This design comes from an exercise in tuning for small area on the open sky130 flow, not from production work.
The RTL was checked by simulation tests, not by an equivalence proof against the original design.
Power is estimated from default activity; no workload was simulated.

## build 15
## solver
module solver (
    input clk,
    input reset,
    input insert,
    input advance,
    input [3:0] value,
    output [40:0] solution
);
export LEC_CHECK = 0
export CAP_MARGIN = 20
export CORE_MARGIN = 2
export CORE_UTILIZATION = 70
export SLEW_MARGIN = 20
create_clock -name core_clock -period 9.0 [get_ports {clk}]
standard.sh (not shown) runs the stock make flow with config.mk's settings and CLKGATE_MAP_FILE= SYNTH_SCRIPT=/design/flow/synth_recipe.tcl, a recipe that flattens the netlist after the stock synthesis.
==> flow/flow/run.sh <==
#!/bin/bash
# Own layout flow:
#  1. the standard synthesis (bash standard.sh synth), unchanged;
#  2. the logic between the flip-flops re-mapped by ABC for area (flow/remap.tcl):
#     the flip-flops stay the same instances, names and cell types;
#  3. the standard ORFS layout from that netlist, with clock tree synthesis
#     run without dummy loads and with a chosen buffer and sink clustering.
# Each tool's output goes to a log file of its own in this folder.
set -euo pipefail
here=$(pwd)
R=$here/orfs/results/$FLOW_PLATFORM/solver/base
YOSYS=${YOSYS_EXE:-$FLOW_HOME/../tools/install/yosys/bin/yosys}

bash standard.sh synth > log_1_standard_synth.txt 2>&1
cp "$R/1_2_yosys.v" "$R/1_2_yosys_std.v"

export REMAP_LIB=$FLOW_HOME/platforms/$FLOW_PLATFORM/lib/sky130_fd_sc_hd__tt_025C_1v80.lib
export REMAP_IN=$R/1_2_yosys_std.v
export REMAP_OUT=$R/1_2_yosys.v
export REMAP_TOP=$FLOW_TOP
export REMAP_D=$(python3 -c "print(int(float('$FLOW_PERIOD_NS')*1000))")
export REMAP_ABC_SCRIPT=
export REMAP_DONT_USE="$(sed -n '/DONT_USE_CELLS/,/^$/p' "$FLOW_HOME/platforms/$FLOW_PLATFORM/config.mk" | grep -o 'sky130_fd_sc_hd__[a-z0-9_]*' | tr '\n' ' ')"
"$YOSYS" -c "$here/flow/remap.tcl" > log_2_remap.txt 2>&1
rm -f "$R/1_synth.odb" "$R/1_synth.sdc"

export CTS_ARGS="-sink_clustering_enable -repair_clock_nets -dont_use_dummy_load -sink_clustering_size 10 -sink_clustering_max_diameter 40 -buf_list sky130_fd_sc_hd__clkbuf_4"
bash standard.sh > log_3_layout.txt 2>&1
==> flow/flow/remap.tcl <==
# Re-map the combinational logic of the standard synthesis netlist for area.
# Flip-flops stay the same instances (same names and cell types); only the
# logic between them is re-mapped by ABC.
yosys -import
set lib $::env(REMAP_LIB)
set in  $::env(REMAP_IN)
set out $::env(REMAP_OUT)
read_liberty -ignore_miss_func -ignore_miss_dir $lib
read_verilog $in
hierarchy -top $::env(REMAP_TOP)
set ffs {}
foreach c [split [exec grep -o {sky130_fd_sc_hd__[a-z0-9_]*} $in | sort -u] "\n"] {
  if {[regexp {__(df|edf|sdf|dl|sedf|conb)} $c]} { lappend ffs $c }
}
blackbox {*}$ffs
flatten
opt -purge
set du {}
foreach c $::env(REMAP_DONT_USE) { lappend du -dont_use $c }
if {[info exists ::env(REMAP_ABC_SCRIPT)] && $::env(REMAP_ABC_SCRIPT) ne ""} {
  abc -liberty $lib {*}$du -D $::env(REMAP_D) -script $::env(REMAP_ABC_SCRIPT)
} else {
  abc -liberty $lib {*}$du -D $::env(REMAP_D)
}
opt_clean -purge
splitnets
opt_clean -purge
hilomap -singleton -hicell sky130_fd_sc_hd__conb_1 HI -locell sky130_fd_sc_hd__conb_1 LO
insbuf -buf sky130_fd_sc_hd__buf_4 A X
opt_clean -purge
read_liberty -lib -ignore_redef $lib
stat -liberty $lib
check -assert
write_verilog -noattr -nohex -nodec $out
Input changes introduced in build 17 (baseline for comparison: build 15):
Settings: changing CORE_UTILIZATION from 70 to 40.
diff --git a/flow/flow/run.sh b/flow/flow/run.sh
--- a/flow/flow/run.sh
+++ b/flow/flow/run.sh
@@ -22 +22 @@
-export REMAP_ABC_SCRIPT=
+export REMAP_ABC_SCRIPT=$here/flow/area.abc
@@ -27 +27 @@
-export CTS_ARGS="-sink_clustering_enable -repair_clock_nets -dont_use_dummy_load -sink_clustering_size 10 -sink_clustering_max_diameter 40 -buf_list sky130_fd_sc_hd__clkbuf_4"
+export CTS_ARGS="-sink_clustering_enable -repair_clock_nets -dont_use_dummy_load -sink_clustering_size 16 -sink_clustering_max_diameter 50 -buf_list sky130_fd_sc_hd__clkbuf_8"
==> flow/flow/area.abc (new file) <==
strash; dc2; dch -f; map -a; strash; dch -f; map -a; topo
### Flow results
Build 17: done, clean on timing, DRC and antenna
Of build 17 and build 15, build 15 shows the lower final wirelength, with build 17 above it.
Area: build 17 vs build 15 -> build 17 larger
Smallest setup slack after layout ended up 140 ps higher on build 17 than on build 15.
[diff] power, build 17 relative to build 15: regression
Compared with build 15, in build 17 wire length of the first global-routing pass has increased; wire length the detailed router placed on met1 has increased; starting DRC count in detailed routing has decreased; utilization has decreased.
[build 17 vs build 15] number of logic stages on the critical path including buffering: higher in build 17
Input changes introduced in build 24 (baseline for comparison: build 17):
Settings: a change of CORE_UTILIZATION from 40 to 70.
diff --git a/flow/flow/run.sh b/flow/flow/run.sh
--- a/flow/flow/run.sh
+++ b/flow/flow/run.sh
@@ -6 +6,2 @@
-#  3. the standard ORFS layout from that netlist, with clock tree synthesis
+#  3. the standard ORFS layout from that netlist, with buf_2 as the port buffer
+#     cell and clock tree synthesis
@@ -22 +23 @@
-export REMAP_ABC_SCRIPT=$here/flow/area.abc
+export REMAP_ABC_SCRIPT=
@@ -27 +28,2 @@
-export CTS_ARGS="-sink_clustering_enable -repair_clock_nets -dont_use_dummy_load -sink_clustering_size 16 -sink_clustering_max_diameter 50 -buf_list sky130_fd_sc_hd__clkbuf_8"
+export BUFFER_PORTS_ARGS="-buffer_cell sky130_fd_sc_hd__buf_2"
+export CTS_ARGS="-sink_clustering_enable -repair_clock_nets -dont_use_dummy_load -sink_clustering_size 9 -sink_clustering_max_diameter 35 -buf_list sky130_fd_sc_hd__clkbuf_4"
removed: flow/flow/area.abc
[summary]
- Count of clock-buffer cells in the layout (build 24 vs. build 17) increases by more than half
- Changes observed in build 24 relative to build 17: met1 usage higher, routed via count divided by cell count now sits higher, area after synthesis now sits higher, first-iteration DRC count increased by 605 relative to the old numbers.
- Clock latency at the later pin of the worst-skew pair: build 24 vs build 17 up 60 ps
- Diff build 17 -> build 24: portion of total power attributed to combinational logic went down 2.3 points, internal power contribution went down about 4.7%.
- Diff build 17 -> build 24 | worst hold slack | increase of 8.3 ps
- Looking at maximum frequency across build 24 and build 17, the one that comes out lower is build 17.

-- separate check: timing with driven ports --
No port has a modelled driver above. Below, the same layouts with a new extraction and two added sets of constraints.
Step 1, drivers: a clkbuf_16 drives clk and a buf_2 each remaining input, both assumed.
Step 2 times the ports against the registers' clock, not the clock port: input delays grow and output delays shrink by t, the midpoint of the rising clock arrivals with the driver on.
a / b / c = ideal / step 1 / step 2; a / b = the first two.
run | t (ns) | slack for setup (ns) | hold slack, ns
build 15 | 0.744 | 0.465 / 0.488 / -0.257 | 0.479 / 0.479 / 0.479
build 17 | 0.671 | 0.603 / 0.636 / -0.036 | 0.476 / 0.476 / 0.476
build 24 | 0.717 | 0.736 / 0.769 / 0.052 | 0.484 / 0.484 / 0.484
Met with ideal ports but missed after step 2: setup timing in build 15 and build 17. For build 15, which loses most, drivers alone change the setup slack by +0.023 ns; drivers and shift together by -0.722 ns.
